Context: an optimization exercise on an open-source flow, tuned for small area, a short achievable clock period and few clock cycles per item. The choices shown serve that exercise and are no tape-out recipe.
Function was checked by simulation only, so behaviour that the tests miss may differ from the original.
Power figures rest on the tool's default switching activity, not on a simulated workload.

## job 4184
Design SHA1_hash, start of the top module:
module SHA1_hash (
    input              clk,
    input              nreset,
    input              start_hash,
    input      [31:0]  message_addr,
    input      [31:0]  message_size,
    output     [159:0] hash,
    output reg         done,
    input      [31:0]  port_A_data_out,
    output     [15:0]  port_A_addr
);
==> flow/config.mk <==
export PLATFORM = sky130hd
export DESIGN_NAME = SHA1_hash
export DESIGN_NICKNAME = SHA1_hash
export VERILOG_FILES = /design/flow/design.v
export SDC_FILE = /design/flow/constraint.sdc
export NUM_CORES = 4
export LEC_CHECK = 0
export CAP_MARGIN = 20
export CORE_MARGIN = 2
export CORE_UTILIZATION = 40
export CTS_CLUSTER_DIAMETER = 60
export CTS_CLUSTER_SIZE = 30
export SETUP_SLACK_MARGIN = 3.0
export SLEW_MARGIN = 20
==> flow/constraint.sdc <==
create_clock -name core_clock -period 6.0 [get_ports {clk}]
set_input_delay 1.2000 -clock core_clock [delete_from_list [all_inputs] [get_ports {clk}]]
set_output_delay 1.2000 -clock core_clock [all_outputs]
set_load 0.01 [all_outputs]
standard.sh (not shown) runs the stock make flow with config.mk's settings and CLKGATE_MAP_FILE= SYNTH_SCRIPT=/design/flow/synth_recipe.tcl, a recipe that flattens the netlist after the stock synthesis.
==> flow/flow/run.sh <==
#!/bin/bash
# Own flow: the standard layout (standard.sh) with three changes:
# - synthesis maps adders without Yosys's full-adder extraction
#   (ADDER_MAP_FILE empty) and with a delay-driven ABC script
#   (flow/abc_speed.script, copied over ORFS's);
# - ports are buffered with a plain buffer instead of a delay buffer.
# Each step's output goes to a log file of its own here.
set -euo pipefail
W=$PWD
rm -rf "$W/scripts_own"
cp -r "$FLOW_HOME/scripts" "$W/scripts_own"
cp "$W/flow/abc_speed.script" "$W/scripts_own/abc_speed.script"
bash standard.sh SCRIPTS_DIR="$W/scripts_own" ADDER_MAP_FILE= synth > "$W/synth.log" 2>&1
bash standard.sh "BUFFER_PORTS_ARGS=-buffer_cell sky130_fd_sc_hd__buf_2" > "$W/layout.log" 2>&1
==> flow/flow/abc_speed.script <==
strash
dch
map -D 2200
buffer -c
upsize -c -D 2200
dnsize -c -D 2200
Job 4184 ran to completion and came out clean on the timing, DRC and antenna checks.
Testbench counts of job 4184, summed over its fixed seeds: cycles 214,546, bytes 152,657.
Relative to job 4184, the following input files were edited for job 7436:
==> flow/flow/abc_speed.script <==
strash
dch
map -D 1800
buffer -c
upsize -c -D 1800
dnsize -c -D 1800
==> comparison <==
Going from job 4184 to job 7436, the total placed cells including tap cells was found to have gone up by 47.
Wire length, job 7436 vs job 4184: up by a few percent
Comparing job 7436 and job 4184, fraction of layout cells with a size suffix above 1 is lower on job 7436.
Job 7436 has overall power after layout above what job 4184 had.
Compared with job 4184, job 7436 improves worst max-slew margin expressed relative to the limit.
Every run (job 7436 and job 4184) finished clean.
### job 7436 -> job 5663
Settings: a change of CORE_UTILIZATION from 40 to 55; an added PLACE_DENSITY of 0.75.
==> notes.md <==
- On switching share of power: job 5663 sits above job 7436.
- Timing-limited maximum frequency was lower in the run labelled job 5663.
- Sequential cell area: job 5663 vs job 7436, no meaningful difference
- Re final period demand of the worst path: job 5663 is 0.072 ns up on job 7436.
- Compared with job 7436, job 5663 shows a layout cell share with drive strength beyond 1 that is 1.4 points lower.
--- input diff job 5663..job 8201 ---
Settings: CTS_CLUSTER_DIAMETER no longer set, was 60; SETUP_SLACK_MARGIN now 3.1, was 3.0; PLACE_DENSITY no longer set, was 0.75; TNS_END_PERCENT now 10, previously not set; CTS_CLUSTER_SIZE no longer set, was 30; CORE_UTILIZATION now 40, was 55.
==> flow/flow/run.sh <==
#!/bin/bash
# Own flow: the standard layout (standard.sh) with three changes:
# - synthesis maps adders without Yosys's full-adder extraction
#   (ADDER_MAP_FILE empty) and with a delay-driven ABC script
#   (flow/abc_speed.script, copied over ORFS's);
# - ports are buffered with a plain buffer instead of a delay buffer;
# - clock tree sinks are clustered in groups of up to 30, without dummy loads.
# Each step's output goes to a log file of its own here.
set -euo pipefail
W=$PWD
rm -rf "$W/scripts_own"
cp -r "$FLOW_HOME/scripts" "$W/scripts_own"
cp "$W/flow/abc_speed.script" "$W/scripts_own/abc_speed.script"
bash standard.sh SCRIPTS_DIR="$W/scripts_own" ADDER_MAP_FILE= synth > "$W/synth.log" 2>&1
bash standard.sh "BUFFER_PORTS_ARGS=-buffer_cell sky130_fd_sc_hd__buf_2" \
  "CTS_ARGS=-sink_clustering_enable -repair_clock_nets -sink_clustering_size 30 -sink_clustering_max_diameter 60 -buf_list sky130_fd_sc_hd__clkbuf_16 -dont_use_dummy_load" > "$W/layout.log" 2>&1
==> flow/flow/abc_speed.script <==
strash
dch
map -D 1800
topo
dnsize -c -D 1800
Results
Combinational fraction of design power was lower in job 5663 than in job 8201. Relative to job 5663, internal cell power has increased by about 1.4% in job 8201. Between job 5663 and job 8201, the flow reports fmax decreasing slightly. Looking at job 8201 and job 5663, the sequential group share of total power is a wash. Job 8201 vs job 5663 — design area climbed slightly. In the metrics for job 8201 and job 5663, the one carrying the higher smallest hold slack is job 5663. Total length of routed wires | job 8201 above job 5663. Job 5663: no failed stages, no open violations at the end. Job 8201 | status: complete | timing, DRC, antenna: pass.

========
== garnet ==
Starting RTL as in the previous note.
==> flow/design.v (excerpt) <==
module SHA1_hash (
    input              clk,
    input              nreset,
    input              start_hash,
    input      [31:0]  message_addr,
    input      [31:0]  message_size,
    output     [159:0] hash,
    output reg         done,
    input      [31:0]  port_A_data_out,
    output     [15:0]  port_A_addr
);
localparam [31:0] H0I = 32'h67452301, H1I = 32'hefcdab89, H2I = 32'h98badcfe,
                  H3I = 32'h10325476, H4I = 32'hc3d2e1f0;
localparam [31:0] K0 = 32'h5a827999, K1 = 32'h6ed9eba1, K2 = 32'h8f1bbcdc,
                  K3 = 32'hca62c1d6;
reg        run;         
reg        first;       
reg        lastblk;     
reg        past;        
reg [6:0]  t;           
reg [14:0] rq;          
reg [13:0] raddr;       
reg        c_inc;       
reg        c_ld;        
reg        c_ldw;       
reg        c_part;      
reg        c_len;       
reg        c_hupd;      
  ...
clock: 6.0 ns
lec_check: 0
cap_margin: 20
core_margin: 2
core_utilization: 40
setup_slack_margin: 3.2
slew_margin: 20
tns_end_percent: 5
==> flow/flow/run.sh <==
#!/bin/bash
# Own flow: the standard layout (standard.sh) with three changes:
# - synthesis maps adders without Yosys's full-adder extraction
#   (ADDER_MAP_FILE empty) and with a delay-driven ABC script
#   (flow/abc_speed.script, copied over ORFS's);
# - ports are buffered with a plain buffer instead of a delay buffer;
# - clock tree sinks are clustered in groups of up to 30 flip-flops at most
#   80 um across, without dummy loads.
# Each step's output goes to a log file of its own here.
set -euo pipefail
W=$PWD
rm -rf "$W/scripts_own"
cp -r "$FLOW_HOME/scripts" "$W/scripts_own"
cp "$W/flow/abc_speed.script" "$W/scripts_own/abc_speed.script"
bash standard.sh SCRIPTS_DIR="$W/scripts_own" ADDER_MAP_FILE= synth > "$W/synth.log" 2>&1
bash standard.sh "BUFFER_PORTS_ARGS=-buffer_cell sky130_fd_sc_hd__buf_1" \
  "CTS_ARGS=-sink_clustering_enable -repair_clock_nets -sink_clustering_size 30 -sink_clustering_max_diameter 80 -buf_list sky130_fd_sc_hd__clkbuf_16 -dont_use_dummy_load" > "$W/layout.log" 2>&1
==> flow/flow/abc_speed.script <==
strash
dch
map -D 1800
buffer -c
upsize -c -D 1800
dnsize -c -D 1800
garnet: flow completed, timing, DRC and antenna clean
Testbench counts of garnet, summed over its fixed seeds: cycles 214,546, bytes 152,657.
The following lists how fjord was set up differently from garnet:
# garnet
export LEC_CHECK = 0
export CAP_MARGIN = 20
export CORE_MARGIN = 2
export CORE_UTILIZATION = 40
export SETUP_SLACK_MARGIN = 3.2
export SLEW_MARGIN = 20
export TNS_END_PERCENT = 5
create_clock -name core_clock -period 6.0 [get_ports {clk}]
# fjord
export LEC_CHECK = 0
export CAP_MARGIN = 20
export CORE_MARGIN = 2
export CORE_UTILIZATION = 40
export SETUP_SLACK_MARGIN = 3.1
export SLEW_MARGIN = 20
export TNS_END_PERCENT = 10
create_clock -name core_clock -period 6.0 [get_ports {clk}]
diff --git a/flow/flow/run.sh b/flow/flow/run.sh
--- a/flow/flow/run.sh
+++ b/flow/flow/run.sh
@@ -7,2 +7 @@
-# - clock tree sinks are clustered in groups of up to 30 flip-flops at most
-#   80 um across, without dummy loads.
+# - clock tree sinks are clustered in groups of up to 30, without dummy loads.
@@ -17 +16 @@
-  "CTS_ARGS=-sink_clustering_enable -repair_clock_nets -sink_clustering_size 30 -sink_clustering_max_diameter 80 -buf_list sky130_fd_sc_hd__clkbuf_16 -dont_use_dummy_load" > "$W/layout.log" 2>&1
+  "CTS_ARGS=-sink_clustering_enable -repair_clock_nets -sink_clustering_size 30 -sink_clustering_max_diameter 60 -buf_list sky130_fd_sc_hd__clkbuf_16 -dont_use_dummy_load" > "$W/layout.log" 2>&1
==> flow/flow/abc_speed.script <==
strash
dch
map -D 2000
buffer -c
upsize -c -D 2000
dnsize -c -D 2000
Results
As far as die height is concerned, fjord and garnet perform about the same.
Going from garnet to fjord, floorplan die area went down 0.49%, total internal power lost 2.4%, setup slack at placement increased 380 ps, area after synthesis fell by 170 µm².
The clock skew on fjord is in line with that on garnet.
Total wirelength of the detailed-routed design, fjord and garnet: lower on fjord
Synthesis-to-finish area growth was lower in fjord than in garnet.
Compared to garnet, fjord has worst path arrival time 110 ps higher.
Diff fjord and garnet: share of the cycle needed by the critical path after routing lower in garnet
Edits applied to the flow inputs when going from fjord to cedar:
# fjord
export LEC_CHECK = 0
export CAP_MARGIN = 20
export CORE_MARGIN = 2
export CORE_UTILIZATION = 40
export SETUP_SLACK_MARGIN = 3.1
export SLEW_MARGIN = 20
export TNS_END_PERCENT = 10
create_clock -name core_clock -period 6.0 [get_ports {clk}]
# cedar
export LEC_CHECK = 0
export CAP_MARGIN = 20
export CORE_MARGIN = 2
export CORE_UTILIZATION = 40
export CTS_CLUSTER_DIAMETER = 60
export CTS_CLUSTER_SIZE = 30
export SETUP_SLACK_MARGIN = 3.2
export SLEW_MARGIN = 20
create_clock -name core_clock -period 6.0 [get_ports {clk}]
diff --git a/flow/flow/run.sh b/flow/flow/run.sh
--- a/flow/flow/run.sh
+++ b/flow/flow/run.sh
@@ -6,2 +6 @@
-# - ports are buffered with a plain buffer instead of a delay buffer;
-# - clock tree sinks are clustered in groups of up to 30, without dummy loads.
+# - ports are buffered with a plain buffer instead of a delay buffer.
@@ -15,2 +14 @@
-bash standard.sh "BUFFER_PORTS_ARGS=-buffer_cell sky130_fd_sc_hd__buf_1" \
-  "CTS_ARGS=-sink_clustering_enable -repair_clock_nets -sink_clustering_size 30 -sink_clustering_max_diameter 60 -buf_list sky130_fd_sc_hd__clkbuf_16 -dont_use_dummy_load" > "$W/layout.log" 2>&1
+bash standard.sh "BUFFER_PORTS_ARGS=-buffer_cell sky130_fd_sc_hd__buf_2" > "$W/layout.log" 2>&1
==> flow/flow/abc_speed.script <==
strash
dch
map -D 1800
buffer -c
upsize -c -D 1800
dnsize -c -D 1800
--- outcome ---
Netlist area before placement was higher in the run labelled cedar.
Cell leakage power delta (cedar − fjord): unfavourable
In terms of share of synthesized cell area in full adder, half adder and majority cells, cedar and fjord differ only marginally.
Delta (cedar minus fjord): via count of the first global-routing pass up about 4%; worst setup slack went up 180 ps; utilization after layout rose by 3.4 points; wire length rose by about 6%; hold slack climbed 24 ps.
fjord → cedar: cell area now larger, layout overhead on the synthesized area now larger, period utilization now smaller.
What quartz does differently from cedar at the input level:
# cedar
export LEC_CHECK = 0
export CAP_MARGIN = 20
export CORE_MARGIN = 2
export CORE_UTILIZATION = 40
export CTS_CLUSTER_DIAMETER = 60
export CTS_CLUSTER_SIZE = 30
export SETUP_SLACK_MARGIN = 3.2
export SLEW_MARGIN = 20
create_clock -name core_clock -period 6.0 [get_ports {clk}]
# quartz
export LEC_CHECK = 0
export CAP_MARGIN = 20
export CORE_MARGIN = 2
export CORE_UTILIZATION = 40
export SETUP_SLACK_MARGIN = 3.0
export SLEW_MARGIN = 20
create_clock -name core_clock -period 6.0 [get_ports {clk}]
diff --git a/flow/flow/run.sh b/flow/flow/run.sh
--- a/flow/flow/run.sh
+++ b/flow/flow/run.sh
@@ -6 +6,2 @@
-# - ports are buffered with a plain buffer instead of a delay buffer.
+# - ports are buffered with a plain buffer instead of a delay buffer;
+# - clock tree sinks are clustered in groups of up to 36, without dummy loads.
@@ -14 +15,2 @@
-bash standard.sh "BUFFER_PORTS_ARGS=-buffer_cell sky130_fd_sc_hd__buf_2" > "$W/layout.log" 2>&1
+bash standard.sh "BUFFER_PORTS_ARGS=-buffer_cell sky130_fd_sc_hd__buf_2" \
+  "CTS_ARGS=-sink_clustering_enable -repair_clock_nets -sink_clustering_size 36 -sink_clustering_max_diameter 60 -buf_list sky130_fd_sc_hd__clkbuf_16 -dont_use_dummy_load" > "$W/layout.log" 2>&1
## What came out
Insertion delay to the later sink of the worst-skew pair, quartz and cedar: higher on quartz. Compared with cedar, quartz shows a portion of total power attributed to combinational logic that is 0.5 points lower. Between quartz and cedar, the aggregate global routing overflow does not differ in any meaningful way. Detailed-routing wirelength on met1, quartz vs cedar: down by a few percent.
The inputs of yarrow differ from those of quartz as listed below.
# quartz
export LEC_CHECK = 0
export CAP_MARGIN = 20
export CORE_MARGIN = 2
export CORE_UTILIZATION = 40
export SETUP_SLACK_MARGIN = 3.0
export SLEW_MARGIN = 20
create_clock -name core_clock -period 6.0 [get_ports {clk}]
# yarrow
export LEC_CHECK = 0
export CAP_MARGIN = 20
export CORE_MARGIN = 2
export CORE_UTILIZATION = 40
export SETUP_SLACK_MARGIN = 3.1
export SLEW_MARGIN = 20
export TNS_END_PERCENT = 10
create_clock -name core_clock -period 6.0 [get_ports {clk}]
diff --git a/flow/flow/run.sh b/flow/flow/run.sh
--- a/flow/flow/run.sh
+++ b/flow/flow/run.sh
@@ -7 +7 @@
-# - clock tree sinks are clustered in groups of up to 36, without dummy loads.
+# - clock tree sinks are clustered in groups of up to 30, without dummy loads.
@@ -15,2 +15,2 @@
-bash standard.sh "BUFFER_PORTS_ARGS=-buffer_cell sky130_fd_sc_hd__buf_2" \
-  "CTS_ARGS=-sink_clustering_enable -repair_clock_nets -sink_clustering_size 36 -sink_clustering_max_diameter 60 -buf_list sky130_fd_sc_hd__clkbuf_16 -dont_use_dummy_load" > "$W/layout.log" 2>&1
+bash standard.sh "BUFFER_PORTS_ARGS=-buffer_cell sky130_fd_sc_hd__buf_1" \
+  "CTS_ARGS=-sink_clustering_enable -repair_clock_nets -sink_clustering_size 30 -sink_clustering_max_diameter 80 -buf_list sky130_fd_sc_hd__clkbuf_16 -dont_use_dummy_load" > "$W/layout.log" 2>&1
[summary]
yarrow vs quartz on data required time of the worst path: yarrow is the higher one.
Total of clock buffers placed in the layout was higher in quartz than in yarrow.
Any difference in number of multi-input logic gates between yarrow and quartz is small enough to ignore.
What harbor does differently from yarrow at the input level:
# yarrow
export LEC_CHECK = 0
export CAP_MARGIN = 20
export CORE_MARGIN = 2
export CORE_UTILIZATION = 40
export SETUP_SLACK_MARGIN = 3.1
export SLEW_MARGIN = 20
export TNS_END_PERCENT = 10
create_clock -name core_clock -period 6.0 [get_ports {clk}]
# harbor
export LEC_CHECK = 0
export CAP_MARGIN = 20
export CORE_MARGIN = 2
export CORE_UTILIZATION = 40
export SETUP_SLACK_MARGIN = 3.0
export SLEW_MARGIN = 20
export TNS_END_PERCENT = 10
create_clock -name core_clock -period 6.0 [get_ports {clk}]
diff --git a/flow/flow/run.sh b/flow/flow/run.sh
--- a/flow/flow/run.sh
+++ b/flow/flow/run.sh
@@ -7 +7,2 @@
-# - clock tree sinks are clustered in groups of up to 30, without dummy loads.
+# - clock tree sinks are clustered in groups of up to 30 flip-flops at most
+#   80 um across, without dummy loads.
### Flow results
Summary — worst-case setup margin in the final layout, harbor relative to yarrow: lower, by 140 ps.
Final clock skew: yarrow vs harbor — no meaningful difference
Final design area excluding fillers ended up 1.3% lower on harbor than on yarrow.
yarrow → harbor: post-route non-filler standard cell count -21, portion of the clock cycle consumed by the worst path in the final layout +2.3 points.

-- re-timing with driven ports --
The results above use ideal ports. As a check the final layouts listed here were re-extracted and re-timed, cells and wires unchanged. Step 1 sets driving cells, clkbuf_16 on the clock port and buf_2 on the other inputs (assumed; they add their load-dependent delay and slew). Step 2 adds t to the input delays and takes it off the output delays; t is the mean of the earliest and latest rising clock arrival at the registers after step 1. Input paths then give back, and output paths get back, about the clock's delay inside the block. Slacks: no drivers / after step 1 / after step 2; pairs: no drivers / after step 1.
run | shift t [ns] | slack for setup (ns) | hold slack, ns | worst setup path at the end
job 4184 | 0.695 | 3.062 / 3.062 / 2.944 | 0.320 / 0.320 / 0.320 | input to register
job 7436 | 0.676 | 3.146 / 3.146 / 2.914 | 0.313 / 0.313 / 0.313 | input to register
job 5663 | 0.700 | 3.074 / 3.074 / 3.001 | 0.305 / 0.305 / 0.305 | input to register
job 8201 | 0.681 | 3.058 / 3.058 / 2.902 | 0.275 / 0.275 / 0.275 | input to register
garnet | 0.638 | 3.164 / 3.164 / 2.888 | 0.291 / 0.291 / 0.291 | input to register
fjord | 0.675 | 2.979 / 2.979 / 2.617 | 0.288 / 0.288 / 0.288 | input to register
cedar | 0.679 | 3.159 / 3.159 / 2.805 | 0.312 / 0.312 / 0.312 | input to register
quartz | 0.663 | 3.116 / 3.116 / 2.944 | 0.278 / 0.278 / 0.278 | input to register
yarrow | 0.636 | 3.152 / 3.152 / 2.896 | 0.291 / 0.291 / 0.291 | input to register
harbor | 0.637 | 3.016 / 3.016 / 2.892 | 0.290 / 0.290 / 0.290 | input to register
After both steps setup and hold are still met in every run listed. For fjord, which loses most, drivers alone change the setup slack by 0.000 ns; drivers and shift together by -0.362 ns.
